Background: an optimization exercise with open tools, aiming at small area and a short achievable clock period. Do not read the settings as production practice.
In this exercise RTL edits were held to simulation tests only and were not proved equivalent to the original.

Design DP4_pipe, start of the top module:
module DP4_pipe(
    mode, clk, reset,
    a, b, c, d, e, f, g, h,
    DP4
);
export LEC_CHECK = 0
export CAP_MARGIN = 0
export CORE_MARGIN = 2
export CORE_UTILIZATION = 40
export PLACE_DENSITY = 0.6
export SETUP_SLACK_MARGIN = 2.4
export SLEW_MARGIN = 0
export SYNTH_HIERARCHICAL = 1
export SYNTH_MINIMUM_KEEP_SIZE = 0
create_clock -name core_clock -period 8.8 [get_ports {clk}]
run.sh (not shown) runs the stock make flow with config.mk's settings and CLKGATE_MAP_FILE= SYNTH_SCRIPT=/design/flow/synth_recipe.tcl, a recipe that flattens the netlist after the stock synthesis.
The baseline finished clean.
Then changed:
--- a/flow/config.mk
+++ b/flow/config.mk
@@ -10,3 +10,3 @@
-export CORE_UTILIZATION = 40
-export PLACE_DENSITY = 0.6
-export SETUP_SLACK_MARGIN = 2.4
+export CORE_UTILIZATION = 48
+export PLACE_DENSITY = 0.65
+export SETUP_SLACK_MARGIN = 3.0
The new run completed without violations.
Cell count goes down by 3.0%.
Die area drops by 17%.
Sequential cell count stays the same.
Maximum frequency came out higher by 8.8%.
Worst setup slack gains 510 ps.
Wire length rises by 1.3%.
Worst hold slack hardly moves.
Critical path depth is higher by 2.
Global-route usage rises by 4.5 points.
Then changed:
--- a/flow/config.mk
+++ b/flow/config.mk
@@ -8 +8 @@
-export CAP_MARGIN = 0
+export CAP_MARGIN = 20
@@ -10,4 +10,4 @@
-export CORE_UTILIZATION = 48
-export PLACE_DENSITY = 0.65
-export SETUP_SLACK_MARGIN = 3.0
-export SLEW_MARGIN = 0
+export CORE_UTILIZATION = 40
+export PLACE_DENSITY = 0.6
+export SETUP_SLACK_MARGIN = 3.3
+export SLEW_MARGIN = 20
Effect: The new run completed with no timing, DRC or antenna violations. Cell count went up by 6.6%. Via count increases by 1.5%.
Then changed:
--- a/flow/config.mk
+++ b/flow/config.mk
@@ -8 +8 @@
-export CAP_MARGIN = 20
+export CAP_MARGIN = 0
@@ -12,2 +12,2 @@
-export SETUP_SLACK_MARGIN = 3.3
-export SLEW_MARGIN = 20
+export SETUP_SLACK_MARGIN = 2.8
+export SLEW_MARGIN = 0
Cell area goes down by 8.3%.
Clock skew is about the same.
Via count goes down by 3.9%.
Hold slack barely changes.
Wire length goes down by 6.7%.
Count of clock-buffer cells in the layout goes up by 5.
Then changed:
--- a/flow/config.mk
+++ b/flow/config.mk
@@ -8 +8 @@
-export CAP_MARGIN = 0
+export CAP_MARGIN = 20
@@ -12,2 +12,2 @@
-export SETUP_SLACK_MARGIN = 2.8
-export SLEW_MARGIN = 0
+export SETUP_SLACK_MARGIN = 3.0
+export SLEW_MARGIN = 20
Die area is unchanged.
Final area increases by 4.6%.
Setup slack gains 190 ps.
Sequential share of layout area went down by 0.39 points.
Synthesized area stays the same.
Critical path depth grows by 4.
Synthesized cell count is unchanged.
Utilization goes up by 2.0 points.


Starting RTL as in the previous note.
==> flow/design.v (excerpt) <==
module DP4_pipe(
    mode, clk, reset,
    a, b, c, d, e, f, g, h,
    DP4
);
input mode, clk, reset;
input [31:0] a, b, c, d, e, f, g, h;
output [31:0] DP4;
function [22:0] man;                  
    input m;
    input [31:0] x;
    man = m ? x[22:0] : {x[9:0], 13'b0};
endfunction
function [7:0] pexp;                  
    input m;
    input [31:0] x, y;
    pexp = m ? (x[30:23] + y[30:23] - 8'd127) : ({3'b0, x[14:10]} + {3'b0, y[14:10]} - 8'd15);
endfunction
function [35:0] booth;                
    input [22:0] y;
    reg [24:0] z;
    integer i;
    begin
        z = {1'b1, y, 1'b0};          
        for (i = 0; i < 12; i = i + 1) begin
            booth[24 + i] = z[2*i+2];
            booth[12 + i] = (z[2*i+2] & ~z[2*i+1] & ~z[2*i]) | (~z[2*i+2] & z[2*i+1] & z[2*i]);
            booth[i]      = z[2*i+1] ^ z[2*i];
        end
    end
endfunction
reg        m1;
reg [22:0] xa1, xc1, xe1, xg1;
reg [35:0] yb1, yd1, yf1, yh1;
reg [7:0]  eab1, ecd1, eef1, egh1;
reg [3:0]  sg1;
always @(posedge clk) begin
    m1 <= mode;
    xa1 <= man(mode, a); yb1 <= booth(man(mode, b));
    xc1 <= man(mode, c); yd1 <= booth(man(mode, d));
    xe1 <= man(mode, e); yf1 <= booth(man(mode, f));
    xg1 <= man(mode, g); yh1 <= booth(man(mode, h));
    eab1 <= pexp(mode, a, b); ecd1 <= pexp(mode, c, d);
    eef1 <= pexp(mode, e, f); egh1 <= pexp(mode, g, h);
    sg1 <= mode ? {a[31]^b[31], c[31]^d[31], e[31]^f[31], g[31]^h[31]}
                : {a[15]^b[15], c[15]^d[15], e[15]^f[15], g[15]^h[15]};
end
wire [47:0] pab, pcd, pef, pgh;
MUL u_mab(xa1, yb1[11:0], yb1[23:12], yb1[35:24], pab);
MUL u_mcd(xc1, yd1[11:0], yd1[23:12], yd1[35:24], pcd);
  ...
Settings: LEC_CHECK=0, CAP_MARGIN=0, CORE_MARGIN=2, CORE_UTILIZATION=40, PLACE_DENSITY=0.6, SETUP_SLACK_MARGIN=2.6, SLEW_MARGIN=0, SYNTH_HIERARCHICAL=1, SYNTH_MINIMUM_KEEP_SIZE=0; clock period 8.8 ns.
Then changed:
--- a/flow/config.mk
+++ b/flow/config.mk
@@ -10,5 +10,5 @@
 export CORE_UTILIZATION = 40
 export PLACE_DENSITY = 0.6
-export SETUP_SLACK_MARGIN = 2.6
+export SETUP_SLACK_MARGIN = 3.0
 export SLEW_MARGIN = 0
 export SYNTH_HIERARCHICAL = 1
The changed run finished clean.
Design area increases by 5.5%.
Worst hold slack hardly moves.
Worst setup slack gains 300 ps.
Global-route usage goes up by 0.36 points.
Clock skew grows by 19 ps.
Die area stays the same.

[separate check: timing with driven ports]
The results above use ideal ports. As a check the final layouts listed here were re-extracted and re-timed, cells and wires unchanged. Step 1: set_driving_cell puts a clkbuf_16 on clk and a buf_2 on each other input, an assumption about the parent block. Step 2 adds t to the input delays and takes it off the output delays; t is the mean of the earliest and latest rising clock arrival at the registers after step 1. Input paths then give back, and output paths get back, about the clock's delay inside the block. a / b / c = no drivers / after step 1 / after step 2; a / b = the first two.
run | t (ns) | slack for setup (ns) | slew at the worst register clock pin (ns)
the first run of note 1 | 0.827 | 2.477 / 2.477 / 2.477 | 0.07 / 0.07
the second run of note 1 | 0.803 | 2.990 / 2.990 / 2.990 | 0.07 / 0.07
the third run of note 1 | 0.849 | 3.154 / 3.154 / 3.154 | 0.07 / 0.07
the fourth run of note 1 | 0.840 | 2.890 / 2.841 / 2.890 | 0.08 / 0.08
the fifth run of note 1 | 0.827 | 3.077 / 3.077 / 3.077 | 0.07 / 0.07
the first run of note 2 | 0.827 | 2.742 / 2.742 / 2.742 | 0.08 / 0.08
the second run of note 2 | 0.833 | 3.044 / 3.044 / 3.044 | 0.07 / 0.07
After both steps setup and hold are still met in every run listed.
